From an optimization exercise on the open Yosys and OpenROAD flow, aimed at small area; shortcuts taken in it are not production practice. Where RTL was checked, it was by simulation tests only, not by an equivalence proof against the original. Only the layout flow was run in run 2; the RTL was not checked for function there. Power is estimated from default activity; no workload was simulated.

--- flow/design.v ---
`timescale 1ns / 1ps
module seven_seg_display (
input [3:0] bcd,  
output reg [6:0] seg  
);
always @(*) begin
case (bcd)
    4'b0000: seg = 7'b0000001;  
    4'b0001: seg = 7'b1001111;  
    4'b0010: seg = 7'b0010010;  
    4'b0011: seg = 7'b0000110;  
    4'b0100: seg = 7'b1001100;  
    4'b0101: seg = 7'b0100100;  
    4'b0110: seg = 7'b0100000;  
    4'b0111: seg = 7'b0001111;  
    4'b1000: seg = 7'b0000000;  
    4'b1001: seg = 7'b0000100;  
    default: seg = 7'b1111111;  
    endcase
end
endmodule
`timescale 1ns / 1ps
module clock_divider #(parameter DIVISOR = 50000000) (  
input clk_in,
input reset,
output reg clk_out,
output tick  
);
reg [31:0] counter;
assign tick = (counter == (DIVISOR - 1)) && !clk_out;
always @(posedge clk_in or posedge reset) begin
    if (reset) begin
        counter <= 0;
        clk_out <= 0;
    end else begin
        if (counter == (DIVISOR - 1)) begin
        counter <= 0;
        clk_out <= ~clk_out;  
    end else
        counter <= counter + 1;
    end
end
endmodule
`timescale 1ns / 1ps
module FSM(emerg_in, g_f,f_f,s_f,emerg_out,reset,clk,tick,Disp_1,Disp_2);
input emerg_in, g_f,f_f,s_f,reset,clk;
input tick;  
output reg emerg_out;
output reg [3:0] Disp_1;  
output reg [3:0] Disp_2;  
reg [1:0] state;
parameter[1:0] GROUND=2'b00, FIRST=2'b01, SECOND=2'b10, EMERGENCY=2'b11;
parameter[3:0] D_ZERO = 4'b0000, D_ONE=4'b0001,D_TWO=4'b0010,D_THREE=4'b0011;
always@(posedge clk or posedge reset) begin
if (reset) begin  
    emerg_out <= 0;
    state <= GROUND;
    Disp_1 <= D_ZERO; 
    Disp_2 <= D_ZERO;
end
else if (!tick) begin
end
else if (emerg_in) begin
    state <= EMERGENCY;
    emerg_out <= 1;
    Disp_1 <= 4'b0000;
    Disp_2 <= 4'b0000;
end
else
    case(state)
    GROUND: begin
        Disp_1 <= D_ZERO;  
        if (f_f) begin
        state <= FIRST;
        Disp_2 <= D_ONE;
        end
        else if (s_f) begin
        state <= SECOND;
        Disp_2 <= D_TWO;
        end
        else begin
        state <= GROUND;
        Disp_2 <= D_ZERO;
        end
        end
    FIRST: begin
        Disp_1 <= D_ONE;
        if (g_f) begin
        state <= GROUND;
        Disp_2 <= D_ZERO;
        end
        else if (s_f) begin
        state <= SECOND;
        Disp_2 <= D_TWO;
        end
        else begin
        state <= FIRST;
        Disp_2 <= D_ONE;
        end
        end
    SECOND: begin
        Disp_1 <= D_TWO;
        if (g_f) begin
        state <= GROUND;
        Disp_2 <= D_ZERO;
        end
        else if (f_f) begin
        state <= FIRST; 
        Disp_2 <= D_ONE;
        end
        else begin
        state <= SECOND;
        Disp_2 <= D_TWO;
        end
        end
    EMERGENCY: begin  
        emerg_out <= 1;
        Disp_2 <= Disp_1;  
        end
    endcase
end
endmodule
`timescale 1ns / 1ps
module LED(
    input  [3:0] Disp_2,        
    input clk,
    input reset,
    input new_clock,  
    output reg [2:0] next_LED
    );
    always@(posedge clk or posedge reset) begin
        if (reset)
        next_LED <= 3'b001;
        else if (new_clock)
        case (Disp_2)
        4'b0000 : next_LED <= 3'b001;
        4'b0001 : next_LED <= 3'b010;
        4'b0010 : next_LED <= 3'b100;
    endcase
end
endmodule
`timescale 1ns / 1ps
module display_multiplexing(clk,reset,Disp_1,Disp_2, seg,an);
input clk;
input reset;
input [3:0] Disp_1;
input [3:0] Disp_2;
output [6:0] seg;
output reg [7:0] an;
reg clk_usable;
wire clk_usable_rise;  
parameter DIVISOR = 50000; 
reg [16:0] count;
assign clk_usable_rise = (count == DIVISOR - 1) && !clk_usable;
    always @(posedge clk or posedge reset) 
    begin
        if (reset)
        begin
            count <= 0;
            clk_usable <= 0;
        end
        else if (count == DIVISOR - 1)
        begin
            count <= 0;
            clk_usable <= ~clk_usable;
        end 
        else 
        begin
            count <= count + 1;
        end
    end
reg [3:0] Disp_Current;
seven_seg_display ss_disp (.bcd(Disp_Current),.seg(seg));
always @(posedge clk or posedge reset) begin
if (reset) begin
    an <= 8'b0111_1111;
    Disp_Current <= 4'b1111;
end
else if (clk_usable_rise)
case (an)
        8'b1111_1110: begin  
            an <= 8'b1111_1101;
            Disp_Current <= Disp_2;  
        end
        8'b1111_1101: begin  
            an <= 8'b1111_1011;
            Disp_Current <= 4'b1111; 
        end
        8'b1111_1011: begin  
            an <= 8'b1111_0111;
            Disp_Current <= 4'b1111; 
        end
        8'b1111_0111: begin  
            an <= 8'b1110_1111;
            Disp_Current <= 4'b1111; 
        end
        8'b1110_1111: begin  
            an <= 8'b1101_1111;
            Disp_Current <= 4'b1111; 
        end
        8'b1101_1111: begin  
            an <= 8'b1011_1111;
            Disp_Current <= 4'b1111;
        end
        8'b1011_1111: begin  
            an <= 8'b0111_1111;
            Disp_Current <= 4'b1111; 
        end
        8'b0111_1111: begin  
            an <= 8'b1111_1110; 
            Disp_Current <= Disp_1;  
        end
        default: begin  
            an <= 8'b1111_1110; 
            Disp_Current <= 4'b1001;  
        end
    endcase
end
endmodule
`timescale 1ns / 1ps
module motor_driver(
    input clk,           
    input reset,
    input [1:0] c_f,  
    input [1:0] n_f,  
    output [2:0] motor
);
    reg [2:0] control;  
    localparam integer periodLength = 1000;  
    localparam integer fastPulse = 700;  
    localparam integer slowPulse = 400;
    integer pulseLength;  
    integer counter;
    always@(posedge clk or posedge reset) begin
        if (reset) begin
            counter <= 0;
            control <= 3'b000;
            pulseLength <= 0;
        end
        else begin
        if(counter<periodLength) 
            counter <= counter + 1;
        else
            counter <= 0;
        case({c_f, n_f})   
            4'b0001: control <= 3'b001;
            4'b0010: control <= 3'b101;
            4'b0100: control <= 3'b010;
            4'b0110: control <= 3'b001;            
            4'b1000: control <= 3'b110;
            4'b1001: control <= 3'b010;
            default: control <= 3'b000;  
         endcase
         pulseLength <= (control[2])? fastPulse : slowPulse;
        end
    end
    assign motor[0] = control[0];
    assign motor[1] = control[1];
    assign motor[2] = (pulseLength>counter)? 1'b1: 1'b0;
endmodule
`timescale 1ns / 1ps
module FSM_top(emerg_in, g_f,f_f,s_f,emerg_out,motor, reset,clk,seg,next_LED, an);
input emerg_in, g_f,f_f,s_f,reset,clk;
output [6:0] seg;
output [7:0] an;
output wire emerg_out;
output wire [2:0] motor;
output wire [2:0] next_LED;  
wire [3:0] Disp_1;  
wire [3:0] Disp_2;  
wire new_clock;  
wire new_clock_tick;  
clock_divider #(.DIVISOR(5000)) d (.clk_in(clk), .reset(reset), .clk_out(new_clock), .tick(new_clock_tick));
FSM f (.emerg_in(emerg_in), .g_f(g_f),.f_f(f_f),.s_f(s_f),.emerg_out(emerg_out),.reset(reset),.clk(clk),.tick(new_clock_tick),.Disp_1(Disp_1),.Disp_2(Disp_2));
LED l (.Disp_2(Disp_2),.clk(clk),.reset(reset),.new_clock(new_clock_tick), .next_LED(next_LED));
display_multiplexing #(.DIVISOR(50)) d2 (.clk(clk),.reset(reset),.Disp_1(Disp_1),.Disp_2(Disp_2), .seg(seg),.an(an));
motor_driver mdrv (
    .clk(clk),
    .reset(reset),
    .c_f(Disp_1[1:0]),
    .n_f(Disp_2[1:0]),
    .motor(motor)
);
endmodule
--- flow/run.sh ---
#!/bin/bash
# synth_recipe.tcl (not shown) runs the flow's synth.tcl, then flattens the netlist and writes it again
# the make line also repeats each setting of config.mk as NAME=value (left out here)
make -C /OpenROAD-flow-scripts/flow DESIGN_CONFIG=/design/flow/config.mk WORK_HOME=/design/flow/orfs CLKGATE_MAP_FILE= SYNTH_SCRIPT=/design/flow/synth_recipe.tcl finish
--- flow/config.mk ---
export PLATFORM = sky130hd
export DESIGN_NAME = FSM_top
export DESIGN_NICKNAME = FSM_top
export VERILOG_FILES = /design/flow/design.v
export SDC_FILE = /design/flow/constraint.sdc
export NUM_CORES = 4
export LEC_CHECK = 0
export CAP_MARGIN = 20
export CORE_MARGIN = 2
export CORE_UTILIZATION = 40
export SLEW_MARGIN = 20
--- flow/constraint.sdc ---
create_clock -name core_clock -period 10.0 [get_ports {clk}]
set_input_delay 2.0000 -clock core_clock [delete_from_list [all_inputs] [get_ports {clk}]]
set_output_delay 2.0000 -clock core_clock [all_outputs]
set_load 0.01 [all_outputs]
==> impl_metrics.tcl, run 1 <==
set metrics [dict create \
    status "complete, no violations" \
    dpl.hpwl_um 7880 \
    wire_per_inst_um 13.9 \
    grt_setup_unrepaired "no" \
    power.density_nw_per_um2 126 \
    cts_buffers 9 \
    cp_common_cell "nor4_1" \
    crit_path_max_incr_delay_ns 0.53 \
    tightest_slew_ns 0.783 \
    path_cells "nor4_1 > nand4_1 > nor4_1 > a31o_2 > clkdlybuf4s50_1" \
    first_global_vias 4176 \
    post_cts.resized_instances 0 \
    gp_congestion 0.835 \
    synth_nets 630 \
    first_iter_violations 248 \
    synth_enable_flop_cells 0 \
    seq_area_frac_synth_pct 47.8 \
    syn2layout_area_growth_pct 13.0 \
    vias 4208 \
    skew_ns 0.0116 \
    post-route-drc-count 0 \
    start_kind "register" \
    cts_tree "built" \
    viasPerCell 5.19 \
    cts_setup_buffers 0 \
    drv_slew 0 \
    timing.final.crit_share_pct 45.4 \
    worst_skew_pair.late_latency_ns 0.35 \
    seqPwrFrac_pct 54.1 \
    num_antenna_cells 0 \
    first_pass_iters 4 \
    n_fill_cell 1370 \
    synth-seq-cells 111 \
    cts_buffer_depth 2 \
    cts-htree-levels 3 \
    finalSetupViolCount 0 \
    hold_slack_ns 0.372 \
    grt_pass1_wl_um 19800 \
    initial_core_util_pct 40.5 \
    netlist_instances 597 \
    wirelength_um 11300 \
    synth.distinct_cells 56 \
    die-area_sq_um 15600 \
    slowest_stage "clkdlybuf4s50_1" \
    grt_max_degree 64 \
    die_x_um 125 \
    async_flop_share_pct 100 \
    grtUsageTotal_pct 15.2 \
    antenna_found_initial 0 \
    synth_area_sq_um 5840 \
    clockPowerShare_pct 44.3 \
    p_int_uw 661 \
    endpoint_kind "output port" \
    clock_sinks 111 \
    yosysWarnings 6 \
    final_antenna_net_count 0 \
    io_pins 28 \
    worst-setup-path-type "register to output port" \
    crit_required_ns 8.00 \
    coreArea_sq_um 14400 \
    die_y_um 125 \
    fin_tns_setup_ns 0 \
    numPortBuffers 27 \
    final-seq-area_sq_um 2790 \
    max_cap_violations 0 \
    p_sw_share_pct 20.4 \
    power_leakage_uw 0.00291 \
    slew_headroom_pct 47.8 \
    grt.overflow.total 0 \
    hp-class "register to register" \
    hold_violations 0 \
    holdBufCountCts 0 \
    worstPathMaxFanout 5 \
    switching_power_uw 170 \
    timing.final.crit_period_ns 4.54 \
    clockRootBuffer "clkbuf_16" \
    nets 655 \
    ys.flop_type "dfrtp_1" \
    max_freq_mhz 220 \
    comb_power_share_pct 1.6 \
    worstPathArrival_ns 2.54 \
    drive_gt1_share_pct 7.97 \
    cts.clk_slew.worst_paths_ns 0.07 \
    avgSynthCellArea_sq_um 9.78 \
    rows 44 \
    irDropWorstVdd_uv 76.9 \
    multi_input_area_sq_um 2870 \
]
[power groups by stage]
stage | clock network (uW) | logic (uW) | registers (uW)
4_1_cts | 378 | 14.4 | 449
6_report | 368 | 13.5 | 449
3_5_place_dp | 0 | 14.3 | 458
3_3_place_gp | 0 | 14.0 | 458
2_1_floorplan | 0 | 8.29 | 458
5_1_grt | 397 | 16.0 | 449
[path summary, 6_finish.rpt]
| path | startpoint | endpoint | slack, ns | depth (start not counted) |
|---|---|---|---|---|
| worst max-delay path | mdrv.counter[10] | motor[2] | 5.46 | 5 |
| worst min-delay path | mdrv.control[2] | mdrv.pulseLength[5] | 0.37 | 0 |
| worst max register to register | d.counter[28] | l.next_LED[2] | 7.44 | 6 |
| worst min register to register | mdrv.control[2] | mdrv.pulseLength[5] | 0.37 | 0 |
| max in group asynchronous | reset | mdrv.control[0] | 6.70 | 3 |
| min in group asynchronous | reset | d.counter[20] | 2.08 | 2 |
[sequential cells by signal, indices dropped and copies added, names as in the netlist]
name              count
mdrv.pulseLength      3
l.next_LED            3
d2.an                 8
d2.clk_usable         1
d2.Disp_Current       4
mdrv.counter         32
f.Disp_1              2
f.state               2
mdrv.control          3
d.clk_out             1
d.counter            32
f.emerg_out           1
d2.count             17
f.Disp_2              2
[kinds of logic after synthesis]
kind of cell             synth area share [%]
AND/OR/NAND/NOR                          24.7
flip-flops                               47.8
XOR/XNOR                                 11.2
AO/OA/AOI/OAI                            5.40
buffers and inverters                    3.04
adder cells (fa/ha/maj)                  5.79
multiplexers                             1.97
other                                  0.0642
[through the flow]
step | worst slack, ns | power, uW | util, % | instances | instance area, sq um
4_1_cts | 5.44 | 842 | 45.7 | 811 | 6600
6_report | 5.46 | 830 | 45.7 | 811 | 6600
2_1_floorplan | 5.09 | 466 | - | 597 | 5840
3_3_place_gp | 5.84 | 472 | 43.6 | 795 | 6290
5_1_grt | 5.31 | 862 | 45.7 | 811 | 6600
3_5_place_dp | 5.84 | 472 | 43.6 | 795 | 6290
[cell usage in the layout, fill, tap and decap left out, types with 7 or more instances in the layout]
master and count:
nand2_1 52, dfrtp_1 99, dfstp_2 12, and3_1 11, clkdlybuf4s50_1 27, nand3_1 26, xor2_1 34, a21oi_1 15
nor4_1 18, clkbuf_16 9, nand4_1 23, nor2_1 86, nand2b_1 9, nor3_1 14, inv_1 26, xnor2_1 41
mux2i_1 7, ha_1 27, o21ai_0 10
[synth_stat cells, drive strengths merged, types with 2 or more instances]
cell type,count,area (sq um)
mux2i,7,70.1
nor3,15,80.1
inv,27,101
nand4,23,144
and2,2,12.5
or3,2,12.5
nor3b,3,38.8
a211o,3,27.5
a211oi,5,37.5
nand3,28,150
clkbuf,9,33.8
buf,7,42.5
nand2,53,201
nand4b,3,26.3
a31oi,3,18.8
dfrtp,99,2480
mux2,4,45.0
nor2,86,323
or2,5,31.3
nor2b,4,25.0
nand2b,9,56.3
a21oi,16,80.1
nor4b,3,26.3
and2b,2,15.0
and3,12,76.3
nor4,19,134
ha,27,338
xnor2,41,359
dfstp,12,315
and4,5,43.8
o21ai,10,50.1
a21o,4,30.0
xor2,34,298
o22ai,2,12.5
[critical path: cells and delay by family, from the launching register on]
family,cells,cell delay (ns)
AOI/OAI and AO/OA,1,0.25
and+or+nand+nor,3,0.97
DFF,1,0.44
buffers and inverters,1,0.53
[area by class of cell]
type / instances / share of cell area [%]
Clock buffer: 13 / 3.95
Clock inverter: 3 / 0.664
Inverter: 27 / 1.57
Multi-Input combinational cell: 443 / 43.6
Sequential cell: 111 / 42.3
Tap cell: 184 / 3.49
Timing Repair Buffer: 30 / 4.44
[per-layer routing]
metal	vias to the layer above	wire length (um)	GRT usage (%)
met5	-	0	0
li1	2091	-	-
met4	0	108	3.40
met1	2031	5410	19.9
met2	70	5410	25.7
met3	16	373	3.82
==> run 2, diff against run 1 <==
==> flow/design.v (replaced) <==
`timescale 1ns / 1ps
module FSM_top(emerg_in, g_f, f_f, s_f, emerg_out, motor, reset, clk, seg, next_LED, an);
input emerg_in, g_f, f_f, s_f, reset, clk;
output [6:0] seg;
output [7:0] an;
output emerg_out;
output [2:0] motor;
output [2:0] next_LED;
reg [5:0] a;      
reg h;            
reg [2:0] r;      
reg [4:0] q;      
reg [1:0] d2;
reg [1:0] lf;
reg [9:0] pc;     
reg [2:0] ctl;    
reg m2;           
wire alast = (a[4:0] == 5'b01110);
wire scan = alast & ~h;
wire step = alast & h & (q == 5'd0) & (r[1:0] == 2'd2);
wire emerg = (d2 == 2'd3);
wire [1:0] disp1 = emerg ? 2'd0 : lf;
wire [1:0] disp2 = emerg ? 2'd0 : d2;
reg [1:0] nf;
always @(*) begin
    case (d2)
    2'd0: nf = f_f ? 2'd1 : s_f ? 2'd2 : 2'd0;
    2'd1: nf = g_f ? 2'd0 : s_f ? 2'd2 : 2'd1;
    default: nf = g_f ? 2'd0 : f_f ? 2'd1 : 2'd2;
    endcase
end
reg [2:0] ctl_n;
always @(*) begin
    case ({disp1, disp2})
    4'b0001: ctl_n = 3'b001;
    4'b0010: ctl_n = 3'b101;
    4'b0100: ctl_n = 3'b010;
    4'b0110: ctl_n = 3'b001;
    4'b1000: ctl_n = 3'b110;
    4'b1001: ctl_n = 3'b010;
    default: ctl_n = 3'b000;
    endcase
end
wire [9:0] pc_n = (pc == 10'd1000) ? 10'd0 : pc + 10'd1;
always @(posedge clk or posedge reset) begin
    if (reset) begin
        a <= 6'b011100;
        h <= 1'b0;
        r <= 3'd0;
        q <= 5'd0;
        d2 <= 2'd0;
        lf <= 2'd0;
        pc <= 10'd0;
        ctl <= 3'd0;
        m2 <= 1'b0;
    end else begin
        a <= {a[4:0], a[5] ^ a[0] ^ alast};
        h <= h ^ alast;
        if (scan) begin
            r <= r + 3'd1;
            q <= (q == 5'd24) ? 5'd0 : q + 5'd1;
        end
        if (step) begin
            lf <= disp2;
            d2 <= (emerg_in | emerg) ? 2'd3 : nf;
        end
        pc <= pc_n;
        ctl <= ctl_n;
        m2 <= ctl[2] ? (pc_n < 10'd700) : (pc_n < 10'd400);
    end
end
assign emerg_out = emerg;
assign next_LED = {lf == 2'd2, lf == 2'd1, lf == 2'd0};
assign motor = {m2, ctl[1:0]};
assign an = ~{r == 3'd0, r == 3'd7, r == 3'd6, r == 3'd5, r == 3'd4, r == 3'd3, r == 3'd2, r == 3'd1};
wire [1:0] dv2 = ((q == 5'd0) & ~h) ? lf : disp2;
wire [1:0] dv = (r == 3'd1) ? disp1 : dv2;
wire blank = (r != 3'd1) & (r != 3'd2);
assign seg = blank ? 7'b1111111 :
             (dv == 2'd0) ? 7'b0000001 :
             (dv == 2'd1) ? 7'b1001111 : 7'b0010010;
endmodule
==> impl_metrics.tcl, run 2 <==
set metrics [dict create \
    hold_violations 0 \
    cts_setup_buffers 0 \
    slowest_stage "clkdlybuf4s50_1" \
    final_cell_mix "30 x dfrtp_1, 27 x clkdlybuf4s50_1, 24 x inv_1, 18 x nand2_1, 17 x ha_1" \
    fin_tns_setup_ns 0 \
    wl_met3_um 203 \
    regToRegStartpoint "q[0]" \
    finalSetupViolCount 0 \
    die_y_um 75.0 \
    power.density_nw_per_um2 101 \
    worstPathArrival_ns 2.72 \
    worstPathMaxFanout 4 \
    yosysWarnings 1 \
    cts_tree "built" \
    wire_per_inst_um 12.7 \
    regMostFlops "pc" \
    m1WireLength_um 1830 \
    final_common_cell "dfrtp_1" \
    initial_core_util_pct 42.2 \
    grtUsageTotal_pct 15.4 \
    dr_wl_met2_um 1750 \
    cp_common_cell "nor2_1" \
    first_iter_violations 26 \
    endpoint_kind "output port" \
    grt.overflow.total 0 \
    nets 255 \
    timing.final.crit_share_pct 47.2 \
    cts_buffer_depth 2 \
    yosysMostFrequentCell "dfrtp_1" \
    syn2layout_area_growth_pct 17.4 \
    crit_path_max_incr_delay_ns 0.57 \
    grt_setup_unrepaired "no" \
    path_cells "inv_1 > ha_1 > nor4b_1 > nand2_1 > a32oi_1 > nor2_1 > nor2_1 > clkdlybuf4s50_1" \
    synth.distinct_cells 53 \
    critical_path.startpoint "q[0]" \
    yosysTopAreaCellShare_pct 37.2 \
    largest_reg_flops 10 \
    worstHoldStart "a[2]" \
    power_leakage_uw 0.00107 \
    n_fill_cell 445 \
    multi_input_area_sq_um 997 \
    drive_gt1_share_pct 10.7 \
    num_antenna_cells 0 \
    netlist_instances 211 \
    gp_congestion 0.805 \
    status "complete, no violations" \
    top_regs "pc: 10 flops, a: 6 flops, q: 5 flops" \
    rows 25 \
    seq_area_frac_synth_pct 41.1 \
    highest_layer "met4" \
    wirelength_um 3810 \
    cts_buffers 5 \
    clockRootBuffer "clkbuf_8" \
    vias 1484 \
    die_x_um 75.0 \
    cp_num_buf_inv 2 \
    antenna_found_initial 0 \
    synth-seq-cells 33 \
    first_pass_iters 4 \
    ys.flop_type "dfrtp_1" \
    start_kind "register" \
    worst_skew_pair.late_latency_ns 0.28 \
    synth_area_leaders "dfrtp_1 37%, ha_1 11%, inv_1 4.5%, dfstp_2 3.9%, nand2_1 3.3%" \
    async_flop_share_pct 100 \
    synth_nets 234 \
    max_cap_violations 0 \
    viasPerCell 4.95 \
    placedInstanceArea_sq_um 2280 \
    post-route-drc-count 0 \
    synth_enable_flop_cells 0 \
    dpl.hpwl_um 2660 \
    final_antenna_net_count 0 \
    clock_sinks 33 \
    slew_headroom_pct 68.3 \
    worst-setup-path-type "register to output port" \
    io_pins 28 \
    post_cts.resized_instances 0 \
    final_area_sq_um 2370 \
    tightest_slew_ns 0.468 \
    first_global_vias 1449 \
    avgSynthCellArea_sq_um 9.56 \
    crit_required_ns 8.00 \
    synth_area_sq_um 2020 \
    holdBufCountCts 0 \
    grt_max_degree 34 \
    synth_common_cells "30 x dfrtp_1, 24 x inv_1, 18 x nand2_1, 17 x ha_1" \
    skew_ns 0.00240 \
    timing.final.crit_period_ns 4.72 \
    synth.largest_area_cell "dfrtp_1" \
    grt_pass1_wl_um 6590 \
    die-area_sq_um 5630 \
    max_freq_mhz 212 \
    cts-htree-levels 2 \
    final-seq-area_sq_um 830 \
    drv_slew 0 \
    hp-class "register to register" \
    cp_top_family "simple AND/OR/NAND/NOR gates" \
    numPortBuffers 27 \
    cts.clk_slew.worst_paths_ns 0.07 \
    irDropWorstVdd_uv 75.1 \
    coreArea_sq_um 4790 \
]
-- run 2: cell types whose count changed after synthesis, sizes merged, moves of 18 or more --
cell,delta
xor2,-30
nand3,-21
nor2,-72
dfrtp,-69
nand4,-22
xnor2,-38
nor4,-18
nand2,-35
-- run 2: kinds of logic (layout without fill, tap and decap cells) --
family / Yosys count / in the layout / synth area share, %
AND/OR/NAND/NOR: 68 / 68 / 18.8
buffers and inverters: 38 / 60 / 9.49
flip-flops: 33 / 33 / 41.1
adder cells (fa/ha/maj): 17 / 17 / 10.5
multiplexers: 5 / 5 / 2.60
XOR/XNOR: 7 / 7 / 3.04
AO/OA/AOI/OAI: 43 / 43 / 14.4
-- run 2: path summary, 6_finish.rpt --
path,end,slack [ns],cells past startpoint
max,seg[3],5.28,8
min,a[3],0.37,0
max reg2reg,lf[1],8.02,5
min reg2reg,a[3],0.37,0
max in group asynchronous,a[4],7.57,3
min in group asynchronous,pc[3],2.10,3
-- run 2: layer usage --
metal | up-vias | global-route usage, %
met5 | - | 0
met4 | 0 | 5.95
met3 | 2 | 3.88
met2 | 34 | 24.8
met1 | 696 | 20.0
li1 | 752 | -
-- run 2: where the power goes --
part           internal, uW  switching, uW  total, uW  leakage, uW
clock network          48.7           50.9       99.7    0.0000364
registers               133              0        133     0.000420
logic                  2.22           3.33       5.56     0.000611
-- run 2: metrics by stage --
stage / utilization, % / hold slack, ns / worst slack, ns / power, uW / std cells
floorplan: - / 0.354 / 6.12 / 138 / 211
global placement: 47.6 / 0.357 / 5.69 / 142 / 292
detailed placement: 47.6 / 0.357 / 5.61 / 142 / 292
CTS: 49.5 / 0.368 / 5.26 / 244 / 300
global route: 49.5 / 0.375 / 5.07 / 250 / 300
finish: 49.5 / 0.367 / 5.28 / 239 / 300
-- run 2: area by class of cell --
class	instances	share of cell area, %
Multi-Input combinational cell	140	42.1
Sequential cell	33	35.0
Timing Repair Buffer	28	11.7
Inverter	24	3.80
Tap cell	67	3.54
Clock buffer	5	2.90
Clock inverter	3	0.950
==> run 3, diff against run 2 <==
--- a/flow/design.v
+++ b/flow/design.v
@@ -14,3 +14,4 @@
 reg [1:0] lf;
-reg [9:0] pc;     
+reg [8:0] ps;     
+reg [1:0] pg;     
 reg [2:0] ctl;    
@@ -43,3 +44,6 @@
 end
-wire [9:0] pc_n = (pc == 10'd1000) ? 10'd0 : pc + 10'd1;
+wire pend = (pg == 2'b00) ? ((ps & 9'b111101111) == 9'b000100111) :
+            (pg == 2'b01) ? ((ps & 9'b110110101) == 9'b100100101) :
+                            ((ps & 9'b111110101) == 9'b100000100);
+wire [1:0] pg_n = pend ? {pg[0] & ~pg[1], ~pg[1]} : pg;
 always @(posedge clk or posedge reset) begin
@@ -52,3 +56,4 @@
         lf <= 2'd0;
-        pc <= 10'd0;
+        ps <= 9'b000001100;
+        pg <= 2'b00;
         ctl <= 3'd0;
@@ -66,5 +71,6 @@
         end
-        pc <= pc_n;
+        ps <= {ps[7:0], ps[8] ^ ps[4] ^ pend};
+        pg <= pg_n;
         ctl <= ctl_n;
-        m2 <= ctl[2] ? (pc_n < 10'd700) : (pc_n < 10'd400);
+        m2 <= ctl[2] ? ~pg_n[1] : ~pg_n[0];
     end
==> impl_metrics.tcl, run 3 <==
set metrics [dict create \
    first_iter_violations 62 \
    num_antenna_cells 0 \
    yosysMostFrequentCell "dfrtp_1" \
    viasPerCell 5.11 \
    drv_slew 0 \
    netlist_instances 166 \
    worstPathMaxFanout 4 \
    largest_reg_flops 9 \
    antenna_found_initial 0 \
    dpl.hpwl_um 2580 \
    regMostFlops "ps" \
    tightest_slew_ns 0.559 \
    status "complete, no violations" \
    post_cts.resized_instances 0 \
    timing.final.crit_share_pct 47.7 \
    clock_sinks 34 \
    wire_per_inst_um 14.2 \
    worstPathArrival_ns 2.77 \
    clockPowerShare_pct 47.0 \
    synth_area_leaders "dfrtp_1 41%, ha_1 10%, dfstp_2 7.5%, nand2_1 3.8%, inv_1 3.6%" \
    final_common_cell "dfrtp_1" \
    grt_use_met3_pct 5.19 \
    gr-usage-met1_pct 18.0 \
    switching_power_uw 56.2 \
    worst-setup-path-type "register to output port" \
    synth_nets 186 \
    finalPower_uw 270 \
    slew_headroom_pct 62.2 \
    nets 214 \
    path_cells "inv_1 > ha_1 > or4b_4 > o31ai_4 > nand2_1 > a22oi_1 > clkdlybuf4s50_1" \
    skew_ns 0.00349 \
    async_flop_share_pct 100 \
    die-area_sq_um 4940 \
    initial_core_util_pct 40.9 \
    cts.clk_slew.worst_paths_ns 0.07 \
    endpoint_kind "output port" \
    seq_area_frac_synth_pct 48.8 \
    gp_congestion 0.751 \
    comb_power_share_pct 2.1 \
    vias 1261 \
    busiest_layer "met2" \
    final_antenna_net_count 0 \
    synth.largest_area_cell "dfrtp_1" \
    synth_enable_flop_cells 0 \
    grt_pass1_wl_um 5990 \
    hold_violations 0 \
    wirelength_um 3510 \
    n_fill_cell 389 \
    yosysWarnings 1 \
    p_int_uw 214 \
    cts-htree-levels 2 \
    numPortBuffers 27 \
    first_global_vias 1296 \
    drive_gt1_share_pct 12.8 \
    first_pass_iters 4 \
    power_leakage_uw 0.000991 \
    cts_buffer_depth 2 \
    synth-seq-cells 34 \
    finalSetupViolCount 0 \
    rows 24 \
    synth_common_cells "29 x dfrtp_1, 18 x nand2_1, 17 x inv_1, 14 x ha_1, 11 x nor2_1" \
    clockRootBuffer "clkbuf_8" \
    die_y_um 70.3 \
    use_met2_pct 27.0 \
    cp_num_buf_inv 2 \
    syn2layout_area_growth_pct 23.2 \
    start_kind "register" \
    synth.distinct_cells 46 \
    hp-class "register to register" \
    ys.flop_type "dfrtp_1" \
    cp_top_family "buffers and inverters" \
    cts_setup_buffers 0 \
    cts_buffers 5 \
    p_sw_share_pct 20.8 \
    timing.final.crit_period_ns 4.77 \
    holdBufCountCts 0 \
    crit_required_ns 8.00 \
    cts_tree "built" \
    post-route-drc-count 0 \
    hold_slack_ns 0.369 \
    max_freq_mhz 210 \
    grtUsageTotal_pct 15.6 \
    grt_max_degree 35 \
    crit_path_max_incr_delay_ns 0.61 \
    seqPwrFrac_pct 50.9 \
    grt.overflow.total 0 \
    top_regs "ps: 9 flops, a: 6 flops, q: 5 flops" \
    yosysTopAreaCellShare_pct 41.3 \
    coreArea_sq_um 4290 \
    irDropWorstVdd_uv 80.8 \
    max_cap_violations 0 \
    worst_skew_pair.late_latency_ns 0.28 \
    grt_setup_unrepaired "no" \
    die_x_um 70.3 \
    avgSynthCellArea_sq_um 10.6 \
    io_pins 28 \
    synth_area_sq_um 1760 \
    fin_tns_setup_ns 0 \
    power.density_nw_per_um2 125 \
    slowest_stage "clkdlybuf4s50_1" \
    final_cell_mix "29 x dfrtp_1, 27 x clkdlybuf4s50_1, 18 x nand2_1, 17 x inv_1, 14 x ha_1" \
]
-- run 3: per-stage QoR --
step | setup WS, ns | cell area [sq um] | cells | utilization [%]
4_1_cts | 5.17 | 2170 | 247 | 50.4
3_3_place_gp | 5.57 | 2050 | 239 | 47.8
3_5_place_dp | 5.51 | 2050 | 239 | 47.8
5_1_grt | 5.05 | 2170 | 247 | 50.4
2_1_floorplan | 6.04 | 1760 | 166 | -
6_report | 5.23 | 2170 | 247 | 50.4
-- run 3: power groups by stage --
stage,clock network [uW],logic (uW),registers (uW)
after floorplan,0,2.53,140
after global placement,0,5.78,140
after detailed placement,0,6.03,140
after CTS,131,6.01,137
after global routing,138,6.62,137
final,127,5.72,138
-- run 3: logic make-up after synthesis --
logic type | synth area share, %
AND/OR/NAND/NOR | 16.9
XOR/XNOR | 1.49
multiplexers | 3.56
buffers and inverters | 6.41
flip-flops | 48.8
adder cells (fa/ha/maj) | 9.96
AO/OA/AOI/OAI | 13.0
-- run 3: final cells by class --
class	instances	area, sq um	area share (%)
clock buffers	5	68.8	3.18
clock inverters	3	45.0	2.08
inverters	17	63.8	2.95
multi-input cells	108	788	36.4
flip-flops and latches	34	857	39.6
well taps	52	65.1	3.00
repair buffers	28	278	12.8
-- run 3: metal layers --
| layer | share of wire (%) | vias to the layer above |
|---|---|---|
| met5 | 0 | - |
| li1 | - | 618 |
| met1 | 45 | 618 |
| met3 | 3.3 | 4 |
| met2 | 50 | 21 |
| met4 | 0.85 | 0 |
-- run 3: final timing paths --
| kind | from | to | slack [ns] | cells past startpoint |
|---|---|---|---|---|
| max | q[0] | seg[2] | 5.23 | 7 |
| min | a[2] | a[3] | 0.37 | 0 |
| max reg2reg | a[2] | q[4] | 8.11 | 5 |
| min reg2reg | a[2] | a[3] | 0.37 | 0 |
| max in group asynchronous | reset | a[4] | 7.58 | 3 |
| min in group asynchronous | reset | a[0] | 2.10 | 3 |
-- run 3: worst reg2reg max path: cells and delay by family, from the launching register on --
| kind | cells | cell delay [ns] |
|---|---|---|
| flip-flops | 1 | 0.53 |
| adder cells (fa/ha/maj) | 1 | 0.48 |
| AO/OA/AOI/OAI | 2 | 0.44 |
| AND/OR/NAND/NOR | 2 | 0.32 |
==> run 4, diff against run 3 <==
--- a/flow/design.v
+++ b/flow/design.v
@@ -8,4 +8,3 @@
 output [2:0] next_LED;
-reg [5:0] a;      
-reg h;            
+reg [6:0] a;      
 reg [2:0] r;      
@@ -14,9 +13,8 @@
 reg [1:0] lf;
-reg [8:0] ps;     
-reg [1:0] pg;     
+reg [9:0] pc;     
 reg [2:0] ctl;    
 reg m2;           
-wire alast = (a[4:0] == 5'b01110);
-wire scan = alast & ~h;
-wire step = alast & h & (q == 5'd0) & (r[1:0] == 2'd2);
+wire scan = (a == 7'd49);
+wire wrap = (a == 7'd99);
+wire step = wrap & (q == 5'd0) & (r[1:0] == 2'd2);
 wire emerg = (d2 == 2'd3);
@@ -44,10 +42,6 @@
 end
-wire pend = (pg == 2'b00) ? ((ps & 9'b111101111) == 9'b000100111) :
-            (pg == 2'b01) ? ((ps & 9'b110110101) == 9'b100100101) :
-                            ((ps & 9'b111110101) == 9'b100000100);
-wire [1:0] pg_n = pend ? {pg[0] & ~pg[1], ~pg[1]} : pg;
+wire [9:0] pc_n = (pc == 10'd1000) ? 10'd0 : pc + 10'd1;
 always @(posedge clk or posedge reset) begin
     if (reset) begin
-        a <= 6'b011100;
-        h <= 1'b0;
+        a <= 7'd0;
         r <= 3'd0;
@@ -56,4 +50,3 @@
         lf <= 2'd0;
-        ps <= 9'b000001100;
-        pg <= 2'b00;
+        pc <= 10'd0;
         ctl <= 3'd0;
@@ -61,4 +54,3 @@
     end else begin
-        a <= {a[4:0], a[5] ^ a[0] ^ alast};
-        h <= h ^ alast;
+        a <= wrap ? 7'd0 : a + 7'd1;
         if (scan) begin
@@ -71,6 +63,5 @@
         end
-        ps <= {ps[7:0], ps[8] ^ ps[4] ^ pend};
-        pg <= pg_n;
+        pc <= pc_n;
         ctl <= ctl_n;
-        m2 <= ctl[2] ? ~pg_n[1] : ~pg_n[0];
+        m2 <= ctl[2] ? (pc_n < 10'd700) : (pc_n < 10'd400);
     end
@@ -81,3 +72,3 @@
 assign an = ~{r == 3'd0, r == 3'd7, r == 3'd6, r == 3'd5, r == 3'd4, r == 3'd3, r == 3'd2, r == 3'd1};
-wire [1:0] dv2 = ((q == 5'd0) & ~h) ? lf : disp2;
+wire [1:0] dv2 = ((q == 5'd0) & (a < 7'd50)) ? lf : disp2;
 wire [1:0] dv = (r == 3'd1) ? disp1 : dv2;
==> impl_metrics.tcl, run 4 <==
set metrics [dict create \
    start_kind "register" \
    regMostFlops "pc" \
    cts.clk_slew.worst_paths_ns 0.06 \
    grt_pass1_wl_um 7230 \
    worstPathMaxFanout 5 \
    synth_nets 255 \
    clockRootBuffer "clkbuf_8" \
    multi_input_area_sq_um 1110 \
    synth-seq-cells 33 \
    first_pass_iters 4 \
    first_global_vias 1602 \
    placedCellCount 318 \
    timing.final.crit_period_ns 4.96 \
    yosysWarnings 1 \
    placedInstanceArea_sq_um 2400 \
    vias 1671 \
    endpoint_kind "output port" \
    dpl.hpwl_um 3020 \
    wirelength_um 4210 \
    final_cell_mix "33 x dfrtp_1, 27 x clkdlybuf4s50_1, 25 x inv_1, 22 x nor2_1, 20 x nand2_1" \
    numPortBuffers 27 \
    synth_common_cells "33 x dfrtp_1, 25 x inv_1, 22 x nor2_1, 20 x nand2_1, 17 x ha_1" \
    finalSetupViolCount 0 \
    final_area_sq_um 2480 \
    grt.overflow.total 0 \
    hp-class "register to register" \
    clock_sinks 33 \
    irDropWorstVdd_uv 54.1 \
    grt_setup_unrepaired "no" \
    power.density_nw_per_um2 98.3 \
    hold_violations 0 \
    coreArea_sq_um 5070 \
    power_leakage_uw 0.00105 \
    avgSynthCellArea_sq_um 9.06 \
    antenna_found_initial 0 \
    use_met2_pct 25.1 \
    seq_area_frac_synth_pct 39.3 \
    viasPerCell 5.13 \
    num_antenna_cells 0 \
    cts_tree "built" \
    async_flop_share_pct 100 \
    yosysTopAreaCellShare_pct 39.3 \
    final-seq-area_sq_um 826 \
    io_pins 28 \
    grt_max_degree 34 \
    die_x_um 76.5 \
    holdBufCountCts 0 \
    largest_reg_flops 10 \
    timing.final.crit_share_pct 49.6 \
    fin_tns_setup_ns 0 \
    grt_use_met3_pct 3.08 \
    slew_headroom_pct 54.5 \
    synth_area_sq_um 2100 \
    crit_required_ns 8.00 \
    synth_enable_flop_cells 0 \
    gp_congestion 0.809 \
    netlist_instances 232 \
    finalNonFillerCells 326 \
    die-area_sq_um 5850 \
    first_iter_violations 31 \
    post-route-drc-count 0 \
    top_regs "pc: 10 flops, a: 7 flops, q: 5 flops" \
    ys.flop_type "dfrtp_1" \
    cts_setup_buffers 0 \
    wire_per_inst_um 12.9 \
    gr-usage-met1_pct 19.2 \
    final_common_cell "dfrtp_1" \
    worst-setup-path-type "register to output port" \
    cts-htree-levels 2 \
    initial_core_util_pct 41.4 \
    die_y_um 76.5 \
    syn2layout_area_growth_pct 18.1 \
    yosysMostFrequentCell "dfrtp_1" \
    cts_buffers 5 \
    cts_buffer_depth 2 \
    nets 278 \
    worst_skew_pair.late_latency_ns 0.27 \
    skew_ns 0.00365 \
    max_cap_violations 0 \
    post_cts.resized_instances 0 \
    synth_area_leaders "dfrtp_1 39%, ha_1 10%, inv_1 4.5%, nor2_1 3.9%, nand2_1 3.6%" \
    n_fill_cell 502 \
    status "complete, no violations" \
    max_freq_mhz 202 \
    synth.largest_area_cell "dfrtp_1" \
    tightest_slew_ns 0.677 \
    worstPathArrival_ns 2.96 \
    final_antenna_net_count 0 \
    drv_slew 0 \
    rows 26 \
    finalPower_uw 244 \
    drive_gt1_share_pct 7.81 \
    grtUsageTotal_pct 14.8 \
    busiest_layer "met2" \
    synth.distinct_cells 53 \
]
==> run 4: cell type report <==
cell class | instances | share of cell area, %
Clock inverter | 2 | 0.403
Sequential cell | 33 | 33.3
Clock buffer | 6 | 2.92
Timing Repair Buffer | 29 | 11.4
Tap cell | 70 | 3.53
Inverter | 25 | 3.78
Multi-Input combinational cell | 161 | 44.7
==> run 4: through the flow <==
stage | setup WS, ns | util, % | hold slack, ns
global placement | 5.36 | 47.2 | 0.519
detailed placement | 5.33 | 47.3 | 0.523
CTS | 5.00 | 48.9 | 0.539
global route | 4.90 | 48.9 | 0.564
finish | 5.04 | 48.9 | 0.527
floorplan | 5.73 | - | 0.480
==> run 4: kinds of logic after synthesis <==
| group | synth area share, % |
|---|---|
| AND/OR/NAND/NOR | 20.5 |
| XOR/XNOR | 4.59 |
| AO/OA/AOI/OAI | 15.5 |
| multiplexers | 2.02 |
| adder cells (fa/ha/maj) | 10.1 |
| buffers and inverters | 7.92 |
| flip-flops | 39.3 |
==> run 4: per-layer routing <==
layer | routed length (um) | up-vias
met4 | 36 | 0
met1 | 2080 | 801
met5 | 0 | -
met3 | 127 | 4
met2 | 1970 | 24
li1 | - | 842
==> run 4: critical path, cell delays in order, from the launching register on <==
cell and delay, ns:
dfrtp_1 0.39, inv_1 0.10, ha_1 0.23, or4b_4 0.50, or3_4 0.39, a32oi_2 0.28, nor2_2 0.06, nor2_1 0.17
clkdlybuf4s50_1 0.56
==> run 4: final timing paths <==
kind | cells after the start | endpoint | slack, ns | start
min reg2reg | 1 | pc[0] | 0.53 | pc[0]
max reg2reg | 5 | lf[1] | 7.90 | a[0]
min in group asynchronous | 3 | pc[4] | 2.12 | reset
max in group asynchronous | 3 | q[2] | 7.57 | reset
max | 8 | seg[3] | 5.04 | q[0]
min | 1 | pc[0] | 0.53 | pc[0]
==> run 4: power by group <==
group | leakage [uW] | total [uW] | switching (uW) | internal, uW
Sequential | 0.000419 | 136 | 0.795 | 135
Clock | 0.0000450 | 93.6 | 45.5 | 48.2
Combinational | 0.000587 | 14.7 | 8.48 | 6.17
==> run 5, diff against run 4 <==
--- a/flow/design.v
+++ b/flow/design.v
@@ -8,3 +8,4 @@
 output [2:0] next_LED;
-reg [6:0] a;      
+reg [5:0] a;      
+reg h;            
 reg [2:0] r;      
@@ -13,8 +14,9 @@
 reg [1:0] lf;
-reg [9:0] pc;     
+reg [8:0] ps;     
+reg [1:0] pg;     
 reg [2:0] ctl;    
 reg m2;           
-wire scan = (a == 7'd49);
-wire wrap = (a == 7'd99);
-wire step = wrap & (q == 5'd0) & (r[1:0] == 2'd2);
+wire alast = (a[4:0] == 5'b01110);
+wire scan = alast & ~h;
+wire step = alast & h & (q == 5'd0) & (r[1:0] == 2'd2);
 wire emerg = (d2 == 2'd3);
@@ -42,6 +44,10 @@
 end
-wire [9:0] pc_n = (pc == 10'd1000) ? 10'd0 : pc + 10'd1;
+wire pend = (pg == 2'b00) ? ((ps & 9'b111101111) == 9'b000100111) :
+            (pg == 2'b01) ? ((ps & 9'b110110101) == 9'b100100101) :
+                            ((ps & 9'b111110101) == 9'b100000100);
+wire [1:0] pg_n = pend ? {pg[0] & ~pg[1], ~pg[1]} : pg;
 always @(posedge clk or posedge reset) begin
     if (reset) begin
-        a <= 7'd0;
+        a <= 6'b011100;
+        h <= 1'b0;
         r <= 3'd0;
@@ -50,3 +56,4 @@
         lf <= 2'd0;
-        pc <= 10'd0;
+        ps <= 9'b000001100;
+        pg <= 2'b00;
         ctl <= 3'd0;
@@ -54,3 +61,4 @@
     end else begin
-        a <= wrap ? 7'd0 : a + 7'd1;
+        a <= {a[4:0], a[5] ^ a[0] ^ alast};
+        h <= h ^ alast;
         if (scan) begin
@@ -63,5 +71,6 @@
         end
-        pc <= pc_n;
+        ps <= {ps[7:0], ps[8] ^ ps[4] ^ pend};
+        pg <= pg_n;
         ctl <= ctl_n;
-        m2 <= ctl[2] ? (pc_n < 10'd700) : (pc_n < 10'd400);
+        m2 <= ctl[2] ? ~pg_n[1] : ~pg_n[0];
     end
@@ -72,3 +81,3 @@
 assign an = ~{r == 3'd0, r == 3'd7, r == 3'd6, r == 3'd5, r == 3'd4, r == 3'd3, r == 3'd2, r == 3'd1};
-wire [1:0] dv2 = ((q == 5'd0) & (a < 7'd50)) ? lf : disp2;
+wire [1:0] dv2 = ((q == 5'd0) & ~h) ? lf : disp2;
 wire [1:0] dv = (r == 3'd1) ? disp1 : dv2;
==> flow/flow/run.sh (new file) <==
#!/bin/bash
# Own layout flow: the standard ORFS flow (standard.sh) with
#  - synthesis: the standard script, but no adder extraction (ADDER_MAP_FILE empty) and an
#    area-oriented ABC script for the final mapping (flow/synth_wrap.tcl, flow/abc_area.script);
#  - port buffers: buf_1 instead of the default choice;
#  - CTS: small clock buffers and no dummy loads.
# Each tool's output goes to logs in the work folder (ORFS's own logs are under orfs/logs).
set -euo pipefail
W=$(cd "$(dirname "${BASH_SOURCE[0]}")/.." && pwd)
cd "$W"
export AREA_ABC_SCRIPT="$W/flow/abc_area.script"
export FLOW_SYNTH_TCL="$W/synth_recipe.tcl"
bash standard.sh \
  SYNTH_SCRIPT="$W/flow/synth_wrap.tcl" \
  ADDER_MAP_FILE= \
  BUFFER_PORTS_ARGS="-buffer_cell sky130_fd_sc_hd__buf_1" \
  CTS_ARGS="-repair_clock_nets -dont_use_dummy_load -buf_list sky130_fd_sc_hd__clkbuf_8 -root_buf sky130_fd_sc_hd__clkbuf_16 -distance_between_buffers 500 -branching_point_buffers_distance 500" \
  finish > "$W/flow_standard.log" 2>&1
==> flow/flow/abc_area.script (new file) <==
&get -n
&st
&dch
&nf -R 1000
&st
&syn2
&dch
&nf -R 1000
&st
&dch -f
&nf -R 1000
&put
==> flow/flow/synth_wrap.tcl (new file) <==
# Standard synthesis (the work folder's synth_recipe.tcl), with the final ABC mapping run
# with an area-oriented script instead of ORFS's speed script.
proc abc {args} {
  set i [lsearch -exact $args -script]
  if { $i >= 0 } {
    set args [lreplace $args [expr {$i + 1}] [expr {$i + 1}] $::env(AREA_ABC_SCRIPT)]
  }
  puts "abc (area script): $args"
  yosys abc {*}$args
}
source $::env(FLOW_SYNTH_TCL)
==> flow/standard.sh (new file) <==
#!/bin/bash
# synth_recipe.tcl (not shown) runs the flow's synth.tcl, then flattens the netlist and writes it again
# the make line also repeats each setting of config.mk as NAME=value (left out here)
make -C /OpenROAD-flow-scripts/flow DESIGN_CONFIG=/design/flow/config.mk WORK_HOME=/design/flow/orfs CLKGATE_MAP_FILE= SYNTH_SCRIPT=/design/flow/synth_recipe.tcl "${@:-finish}"
removed: flow/run.sh
==> impl_metrics.tcl, run 5 <==
set metrics [dict create \
    fin_tns_setup_ns 0 \
    rows 21 \
    max_freq_mhz 244 \
    worstPathMaxFanout 11 \
    post-route-drc-count 0 \
    dpl.hpwl_um 1770 \
    largest_reg_flops 9 \
    holdBufCountCts 0 \
    die-area_sq_um 4170 \
    wire_per_inst_um 12.0 \
    worstPathArrival_ns 2.10 \
    gp_congestion 0.773 \
    timing.final.crit_period_ns 4.10 \
    avgSynthCellArea_sq_um 10.5 \
    timing.final.crit_share_pct 41.0 \
    path_cells "nor3b_1 > nor2_1 > a21oi_1 > o22ai_1 > o21ai_0 > buf_1" \
    final_cell_mix "29 x dfrtp_1, 27 x buf_1, 15 x a21oi_1, 14 x nor2_1, 11 x nand2_1" \
    synth_enable_flop_cells 0 \
    clockRootBuffer "clkbuf_16" \
    cts_buffers 5 \
    synth_compound_area_share_pct 11.3 \
    placedCellCount 208 \
    n_fill_cell 317 \
    io_pins 28 \
    first_pass_iters 4 \
    viasPerCell 5.10 \
    synthMuxAreaShare_pct 0 \
    final_antenna_net_count 0 \
    synth-seq-cells 34 \
    vias 1087 \
    yosysTopAreaCellShare_pct 49.5 \
    ys.flop_type "dfrtp_1" \
    nets 175 \
    cts-htree-levels 2 \
    slew_headroom_pct 45.1 \
    worst-setup-path-type "register to output port" \
    initial_core_util_pct 42.9 \
    grtUsageTotal_pct 13.8 \
    synth_nets 146 \
    tightest_slew_ns 0.817 \
    drv_slew 0 \
    start_kind "register" \
    hold_violations 0 \
    numPortBuffers 27 \
    cts_tree "built" \
    status "complete, no violations" \
    power_leakage_uw 0.000743 \
    final_common_cell "dfrtp_1" \
    syn2layout_area_growth_pct 16.8 \
    yosysMostFrequentCell "dfrtp_1" \
    yosysWarnings 1 \
    regMostFlops "ps" \
    slowest_stage "dfrtp_1" \
    clock_sinks 34 \
    cts_buffer_depth 2 \
    grt_max_degree 35 \
    skew_ns 0.00588 \
    synth_area_leaders "dfrtp_1 49%, dfstp_2 9.0%, a21oi_1 5.1%, nor2_1 3.6%, buf_4 3.1%" \
    synth_adder_area_share_pct 0 \
    drive_gt1_share_pct 6.59 \
    worst_skew_pair.late_latency_ns 0.27 \
    grt_setup_unrepaired "no" \
    endpoint_kind "output port" \
    m1WireLength_um 1190 \
    yosys.area_share.simple_pct 20.9 \
    antenna_found_initial 0 \
    power.density_nw_per_um2 161 \
    netlist_instances 140 \
    top_regs "ps: 9 flops, a: 6 flops, q: 5 flops" \
    highest_layer "met4" \
    max_cap_violations 0 \
    grt.overflow.total 0 \
    synth_common_cells "29 x dfrtp_1, 15 x a21oi_1, 14 x nor2_1, 11 x nand2_1" \
    hp-class "register to register" \
    synth-xor-area-share_pct 4.78 \
    synth.largest_area_cell "dfrtp_1" \
    die_y_um 64.5 \
    coreArea_sq_um 3420 \
    finalNonFillerCells 213 \
    die_x_um 64.5 \
    seq_area_frac_synth_pct 58.4 \
    first_global_vias 1002 \
    dr_wl_met2_um 1150 \
    async_flop_share_pct 100 \
    wirelength_um 2550 \
    crit_path_max_incr_delay_ns 0.51 \
    irDropWorstVdd_uv 81.3 \
    num_antenna_cells 0 \
    synth.distinct_cells 31 \
    cts.clk_slew.worst_paths_ns 0.05 \
    grt_pass1_wl_um 4330 \
    crit_required_ns 8.00 \
    synth_top_family_by_area "simple AND/OR/NAND/NOR gates" \
    finalSetupViolCount 0 \
    post_cts.resized_instances 0 \
    first_iter_violations 56 \
    wl_met3_um 160 \
    cts_setup_buffers 0 \
    synth_area_sq_um 1470 \
]
run 5: cell types whose count changed after synthesis, moves of 6 or more:
cell,previous run,this run
inv_1,25,0
ha_1,17,0
nand2_1,20,11
nor2_1,22,14
clkbuf_1,6,0
clkinv_1,0,6
run 5: cell type report:
type / count / area (sq um) / share of cell area [%]
Timing Repair Buffer: 28 / 109 / 6.35
Sequential cell: 34 / 857 / 50.0
Inverter: 6 / 22.5 / 1.31
Multi-Input combinational cell: 94 / 542 / 31.6
Clock buffer: 5 / 125 / 7.30
Tap cell: 46 / 57.6 / 3.36
run 5: power breakdown:
part           internal [uW]  switching [uW]
logic                   1.12            3.40
clock network           87.4            46.1
registers                138               0
run 5: cells by family after synthesis:
group | Yosys count
AO/OA/AOI/OAI | 28
AND/OR/NAND/NOR | 58
flip-flops | 34
buffers and inverters | 12
XOR/XNOR | 8
run 5: path summary, 6_finish.rpt:
kind	startpoint	end	slack (ns)	cells after the start
worst max-delay path	r[0]	seg[2]	5.90	6
worst min register to register	ps[7]	ps[8]	0.36	0
worst min-delay path	ps[7]	ps[8]	0.36	0
worst max register to register	a[2]	q[4]	7.61	7
min in group asynchronous	reset	q[2]	1.78	3
max in group asynchronous	reset	ps[3]	7.89	3
run 5: routing by layer:
metal | GRT usage [%] | vias to the layer above
li1 | - | 535
met1 | 17.3 | 510
met2 | 21.1 | 36
met3 | 5.21 | 6
met4 | 6.65 | 0
met5 | 0 | -
run 5: through the flow:
stage | hold slack [ns] | total power [uW] | setup slack (ns) | cell area (sq um) | utilization, %
5_1_grt | 0.368 | 287 | 5.60 | 1710 | 50.1
4_1_cts | 0.362 | 280 | 5.88 | 1710 | 50.1
2_1_floorplan | 0.346 | 143 | 6.21 | 1470 | -
3_3_place_gp | 0.354 | 145 | 6.22 | 1590 | 46.5
3_5_place_dp | 0.356 | 145 | 6.20 | 1590 | 46.5
6_report | 0.359 | 276 | 5.90 | 1710 | 50.1
run 5: worst max-delay path: cells and delay by family (launching register included):
family	cells	cell delay, ns
AND/OR/NAND/NOR	2	0.60
AO/OA/AOI/OAI	3	0.54
flip-flops	1	0.51
buffers and inverters	1	0.19
==> run 6, diff against run 5 <==
--- a/flow/flow/run.sh
+++ b/flow/flow/run.sh
@@ -16,3 +16,3 @@
   BUFFER_PORTS_ARGS="-buffer_cell sky130_fd_sc_hd__buf_1" \
-  CTS_ARGS="-repair_clock_nets -dont_use_dummy_load -buf_list sky130_fd_sc_hd__clkbuf_8 -root_buf sky130_fd_sc_hd__clkbuf_16 -distance_between_buffers 500 -branching_point_buffers_distance 500" \
+  CTS_ARGS="-sink_clustering_enable -repair_clock_nets -dont_use_dummy_load -buf_list sky130_fd_sc_hd__clkbuf_8 -root_buf sky130_fd_sc_hd__clkbuf_8 -sink_clustering_size 50 -sink_clustering_max_diameter 1000 -sink_clustering_levels 1" \
   finish > "$W/flow_standard.log" 2>&1
==> impl_metrics.tcl, run 6 <==
set metrics [dict create \
    clockRootBuffer "clkbuf_8" \
    cts_tree "built" \
    top_regs "ps: 9 flops, a: 6 flops, q: 5 flops" \
    yosysMostFrequentCell "dfrtp_1" \
    post_cts.resized_instances 0 \
    num_antenna_cells 0 \
    initial_core_util_pct 42.9 \
    gp_congestion 0.773 \
    regMostFlops "ps" \
    drive_gt1_share_pct 6.59 \
    worstPathMaxFanout 11 \
    max_cap_violations 0 \
    skew_ns 0.0111 \
    yosysTopAreaCellShare_pct 49.5 \
    status "complete, no violations" \
    finalSetupViolCount 0 \
    power.density_nw_per_um2 138 \
    synth_enable_flop_cells 0 \
    worst_skew_pair.late_latency_ns 0.28 \
    grt.overflow.total 0 \
    grt_pass1_wl_um 4280 \
    die_x_um 64.5 \
    cts_buffer_depth 2 \
    nets 175 \
    slew_headroom_pct 45.0 \
    timing.final.crit_period_ns 4.11 \
    final_antenna_net_count 0 \
    final_cell_mix "29 x dfrtp_1, 27 x buf_1, 15 x a21oi_1, 14 x nor2_1, 11 x nand2_1" \
    synth-seq-cells 34 \
    irDropWorstVdd_uv 52.6 \
    cts_buffers 5 \
    crit_required_ns 8.00 \
    rows 21 \
    synth_nets 146 \
    dpl.hpwl_um 1770 \
    die-area_sq_um 4170 \
    timing.final.crit_share_pct 41.1 \
    holdBufCountCts 0 \
    yosysWarnings 1 \
    finalNonFillerCells 213 \
    max_freq_mhz 243 \
    final-seq-area_sq_um 857 \
    post-route-drc-count 0 \
    coreArea_sq_um 3420 \
    n_fill_cell 324 \
    hp-class "register to register" \
    io_pins 28 \
    synth_area_sq_um 1470 \
    fin_tns_setup_ns 0 \
    synth_area_leaders "dfrtp_1 49%, dfstp_2 9.0%, a21oi_1 5.1%, nor2_1 3.6%, buf_4 3.1%" \
    antenna_found_initial 0 \
    drv_slew 0 \
    die_y_um 64.5 \
    async_flop_share_pct 100 \
    numPortBuffers 27 \
    grt_max_degree 35 \
    seq_area_frac_synth_pct 58.4 \
    fin_util_pct 48.5 \
    synth.largest_area_cell "dfrtp_1" \
    wirelength_um 2500 \
    avgSynthCellArea_sq_um 10.5 \
    fin_ws_ns 5.89 \
    endpoint_kind "output port" \
    pre_cts_ws_ns 6.20 \
    vias 1069 \
    tightest_slew_ns 0.819 \
    worstPathArrival_ns 2.11 \
    grt_setup_unrepaired "no" \
    synth_common_cells "29 x dfrtp_1, 15 x a21oi_1, 14 x nor2_1, 11 x nand2_1" \
    hold_violations 0 \
    cts.clk_slew.worst_paths_ns 0.06 \
    multi_input_area_sq_um 542 \
    syn2layout_area_growth_pct 13.0 \
    wire_per_inst_um 11.8 \
    grtUsageTotal_pct 13.6 \
    placedCellCount 208 \
    largest_reg_flops 9 \
    power_leakage_uw 0.000717 \
    hold_slack_ns 0.364 \
    first_global_vias 995 \
    synth.distinct_cells 31 \
    first_iter_violations 66 \
    first_pass_iters 5 \
    viasPerCell 5.02 \
    final_common_cell "dfrtp_1" \
    netlist_instances 140 \
    start_kind "register" \
    cts_setup_buffers 0 \
    worst-setup-path-type "register to output port" \
    ys.flop_type "dfrtp_1" \
    cts-htree-levels 2 \
    clock_sinks 34 \
]
-- run 6: changes by cell type in the layout (fill, tap and decap cells not counted) --
| cell | previous run | this run |
|---|---|---|
| clkbuf_16 | 5 | 0 |
| clkbuf_8 | 0 | 5 |
-- run 6: where the power goes --
| group | switching (uW) | internal [uW] |
|---|---|---|
| logic | 3.35 | 1.12 |
| clock network | 41.6 | 44.7 |
| registers | 0 | 138 |
| total | 44.9 | 184 |
-- run 6: logic make-up after synthesis --
family                 share of synthesized area (%)
flip-flops                                      58.4
AO/OA/AOI/OAI                                   11.3
AND/OR/NAND/NOR                                 20.9
buffers and inverters                           4.61
XOR/XNOR                                        4.78
-- run 6: layer usage --
metal	vias to the layer above	track usage (%)	wire [um]
met4	0	6.38	52
met5	-	0	0
met3	8	5.73	145
li1	534	-	-
met1	496	16.3	1200
met2	31	21.2	1110
-- run 6: per-stage QoR --
stage | power, uW | instance area [sq um]
finish | 228 | 1660
global route | 238 | 1660
CTS | 232 | 1660
detailed placement | 145 | 1590
global placement | 145 | 1590
floorplan | 143 | 1470
-- run 6: final timing paths --
path / from / end / slack [ns] / cells past startpoint
worst min register to register: ps[7] / ps[8] / 0.36 / 0
worst min-delay path: ps[7] / ps[8] / 0.36 / 0
worst max register to register: a[2] / q[4] / 7.60 / 7
max in group asynchronous: reset / ps[3] / 7.91 / 3
min in group asynchronous: reset / a[1] / 1.76 / 3
worst max-delay path: r[0] / seg[2] / 5.89 / 6
-- run 6: layout make-up --
type / count / share of cell area [%]
tap: 46 / 3.47
timing repair buffer: 28 / 6.57
sequential: 34 / 51.7
multi-input combinational: 94 / 32.7
clock buffer: 5 / 4.15
inverter: 6 / 1.36
-- run 6: worst max-delay path, stage by stage, from the launching register on --
cell and delay [ns]:
dfrtp_1 0.52, nor3b_1 0.44, nor2_1 0.16, a21oi_1 0.15, o22ai_1 0.12, o21ai_0 0.27
buf_1 0.19
==> run 7, diff against run 6 <==
--- a/flow/flow/run.sh
+++ b/flow/flow/run.sh
@@ -16,3 +16,3 @@
   BUFFER_PORTS_ARGS="-buffer_cell sky130_fd_sc_hd__buf_1" \
-  CTS_ARGS="-sink_clustering_enable -repair_clock_nets -dont_use_dummy_load -buf_list sky130_fd_sc_hd__clkbuf_8 -root_buf sky130_fd_sc_hd__clkbuf_8 -sink_clustering_size 50 -sink_clustering_max_diameter 1000 -sink_clustering_levels 1" \
+  CTS_ARGS="-sink_clustering_enable -repair_clock_nets -dont_use_dummy_load -buf_list sky130_fd_sc_hd__clkbuf_4 -sink_clustering_size 40 -sink_clustering_max_diameter 100" \
   finish > "$W/flow_standard.log" 2>&1
==> impl_metrics.tcl, run 7 <==
set metrics [dict create \
    status "complete, no violations" \
    regMostFlops "ps" \
    antenna_found_initial 0 \
    cts.clk_slew.worst_paths_ns 0.09 \
    dpl.hpwl_um 1770 \
    synth_nets 146 \
    netlist_instances 140 \
    nets 175 \
    grt_pass1_wl_um 4270 \
    yosysMostFrequentCell "dfrtp_1" \
    power_leakage_uw 0.000704 \
    crit_required_ns 8.00 \
    slew_headroom_pct 45.6 \
    ys.flop_type "dfrtp_1" \
    yosysTopAreaCellShare_pct 49.5 \
    power.density_nw_per_um2 125 \
    grt_max_degree 35 \
    timing.final.crit_period_ns 4.17 \
    worstPathArrival_ns 2.17 \
    post-route-drc-count 0 \
    final_area_sq_um 1630 \
    finalNonFillerCells 213 \
    clockRootBuffer "clkbuf_4" \
    final-seq-area_sq_um 857 \
    synth-seq-cells 34 \
    numPortBuffers 27 \
    gp_congestion 0.773 \
    skew_ns 0.0126 \
    cts-htree-levels 2 \
    worstPathMaxFanout 11 \
    first_global_vias 1003 \
    rows 21 \
    placedCellCount 208 \
    synth_common_cells "29 x dfrtp_1, 15 x a21oi_1, 14 x nor2_1, 11 x nand2_1" \
    worst_skew_pair.late_latency_ns 0.32 \
    hp-class "register to register" \
    syn2layout_area_growth_pct 10.8 \
    die_x_um 64.5 \
    clock_sinks 34 \
    die_y_um 64.5 \
    synth_area_leaders "dfrtp_1 49%, dfstp_2 9.0%, a21oi_1 5.1%, nor2_1 3.6%, buf_4 3.1%" \
    n_fill_cell 331 \
    drive_gt1_share_pct 6.59 \
    fin_util_pct 47.6 \
    viasPerCell 5.03 \
    avgSynthCellArea_sq_um 10.5 \
    cts_buffer_depth 2 \
    synth.distinct_cells 31 \
    grt_setup_unrepaired "no" \
    seq_area_frac_synth_pct 58.4 \
    tightest_slew_ns 0.809 \
    top_regs "ps: 9 flops, a: 6 flops, q: 5 flops" \
    initial_core_util_pct 42.9 \
    irDropWorstVdd_uv 46.5 \
    io_pins 28 \
    async_flop_share_pct 100 \
    final_common_cell "dfrtp_1" \
    max_freq_mhz 240 \
    synth_area_sq_um 1470 \
    largest_reg_flops 9 \
    path_cells "nor3b_1 > nor2_1 > a21oi_1 > o22ai_1 > o21ai_0 > buf_1" \
    multi_input_area_sq_um 542 \
    die-area_sq_um 4170 \
    finalSetupViolCount 0 \
    start_kind "register" \
    yosysWarnings 1 \
    cts_buffers 5 \
    cts_setup_buffers 0 \
    grtUsageTotal_pct 13.6 \
    drv_slew 0 \
    first_iter_violations 52 \
    post_cts.resized_instances 0 \
    endpoint_kind "output port" \
    num_antenna_cells 0 \
    vias 1072 \
    cts_tree "built" \
    max_cap_violations 0 \
    hold_violations 0 \
    worst-setup-path-type "register to output port" \
    grt.overflow.total 0 \
    wire_per_inst_um 11.8 \
    holdBufCountCts 0 \
    synth_enable_flop_cells 0 \
    placedInstanceArea_sq_um 1590 \
    synth.largest_area_cell "dfrtp_1" \
    fin_tns_setup_ns 0 \
    slowest_stage "dfrtp_1" \
    final_cell_mix "29 x dfrtp_1, 27 x buf_1, 15 x a21oi_1, 14 x nor2_1, 11 x nand2_1" \
    first_pass_iters 4 \
    coreArea_sq_um 3420 \
    final_antenna_net_count 0 \
    hold_slack_ns 0.368 \
    wirelength_um 2510 \
    crit_path_max_incr_delay_ns 0.53 \
    timing.final.crit_share_pct 41.7 \
]
## run 7: cell counts after synthesis
Identical to the previous run, type by type.
## run 7: cell type report
class | count | share of cell area, %
Clock buffer | 5 | 2.31
Timing Repair Buffer | 28 | 6.70
Tap cell | 46 | 3.54
Inverter | 6 | 1.39
Sequential cell | 34 | 52.7
Multi-Input combinational cell | 94 | 33.3
## run 7: final timing paths
check / cells after the start / slack (ns) / start / to
worst max-delay path: 6 / 5.83 / r[0] / seg[2]
worst min-delay path: 0 / 0.37 / ps[7] / ps[8]
worst max register to register: 7 / 7.60 / a[2] / q[4]
worst min register to register: 0 / 0.37 / ps[7] / ps[8]
max in group asynchronous: 3 / 7.96 / reset / ps[3]
min in group asynchronous: 3 / 1.71 / reset / a[1]
## run 7: cell families (layout without fill, tap and decap cells)
family,count (synthesis),in the layout,synth area share [%]
buf+inv,12,39,4.61
xor+xnor,8,8,4.78
simple gates,58,58,20.9
compound gates,28,28,11.3
flops,34,34,58.4
## run 7: power by group
part           internal (uW)  switching (uW)
Sequential               137               0
Combinational           1.12            3.34
Clock                   23.4            38.1
## run 7: per-stage QoR
stage | power [uW] | setup slack [ns]
2_1_floorplan | 143 | 6.21
3_3_place_gp | 145 | 6.22
3_5_place_dp | 145 | 6.20
4_1_cts | 207 | 5.80
5_1_grt | 213 | 5.51
6_report | 203 | 5.83
## run 7: critical path, delay by kind of cell (launching register included)
kind            cells  cell delay [ns]
compound gates      3             0.54
buf+inv             1             0.19
flops               1             0.53
simple gates        2             0.60
## run 7: metal layers
layer	routed length [um]	vias up	global-route usage, %
met5	0	-	0
met4	57	0	7.98
met3	115	7	4.17
met2	1140	26	21.6
met1	1190	501	16.2
li1	-	538	-

static timing again, ports no longer ideal:
Ports are ideal in the flow. The routed layouts listed here were re-timed in OpenROAD.
Step 1, drivers: a clkbuf_16 drives clk and a buf_2 each remaining input, both assumed.
Step 2, shift: input delay + t, output delay - t, t = (earliest + latest rising clock arrival at the registers) / 2. This alone moves slack from input paths to output paths.
Slacks: no drivers / after step 1 / after step 2; pairs: no drivers / after step 1.
run | t (ns) | setup slack, ns | worst setup path after step 2 | slew at the worst register clock pin (ns) | worst data-port slew with drivers (ns)
run 1 | 0.385 | 5.460 / 5.421 / 5.806 | register to output | 0.07 / 0.07 | 0.03
run 2 | 0.308 | 5.283 / 5.257 / 5.565 | register to output | 0.07 / 0.07 | 0.03
run 3 | 0.308 | 5.232 / 5.208 / 5.516 | register to output | 0.07 / 0.07 | 0.04
run 4 | 0.297 | 5.038 / 5.013 / 5.310 | register to output | 0.07 / 0.07 | 0.03
run 5 | 0.297 | 5.899 / 5.869 / 6.166 | register to output | 0.05 / 0.05 | 0.03
run 6 | 0.299 | 5.886 / 5.860 / 6.159 | register to output | 0.06 / 0.06 | 0.03
run 7 | 0.340 | 5.832 / 5.809 / 6.149 | register to output | 0.09 / 0.09 | 0.03
After both steps setup and hold are still met in every run listed.
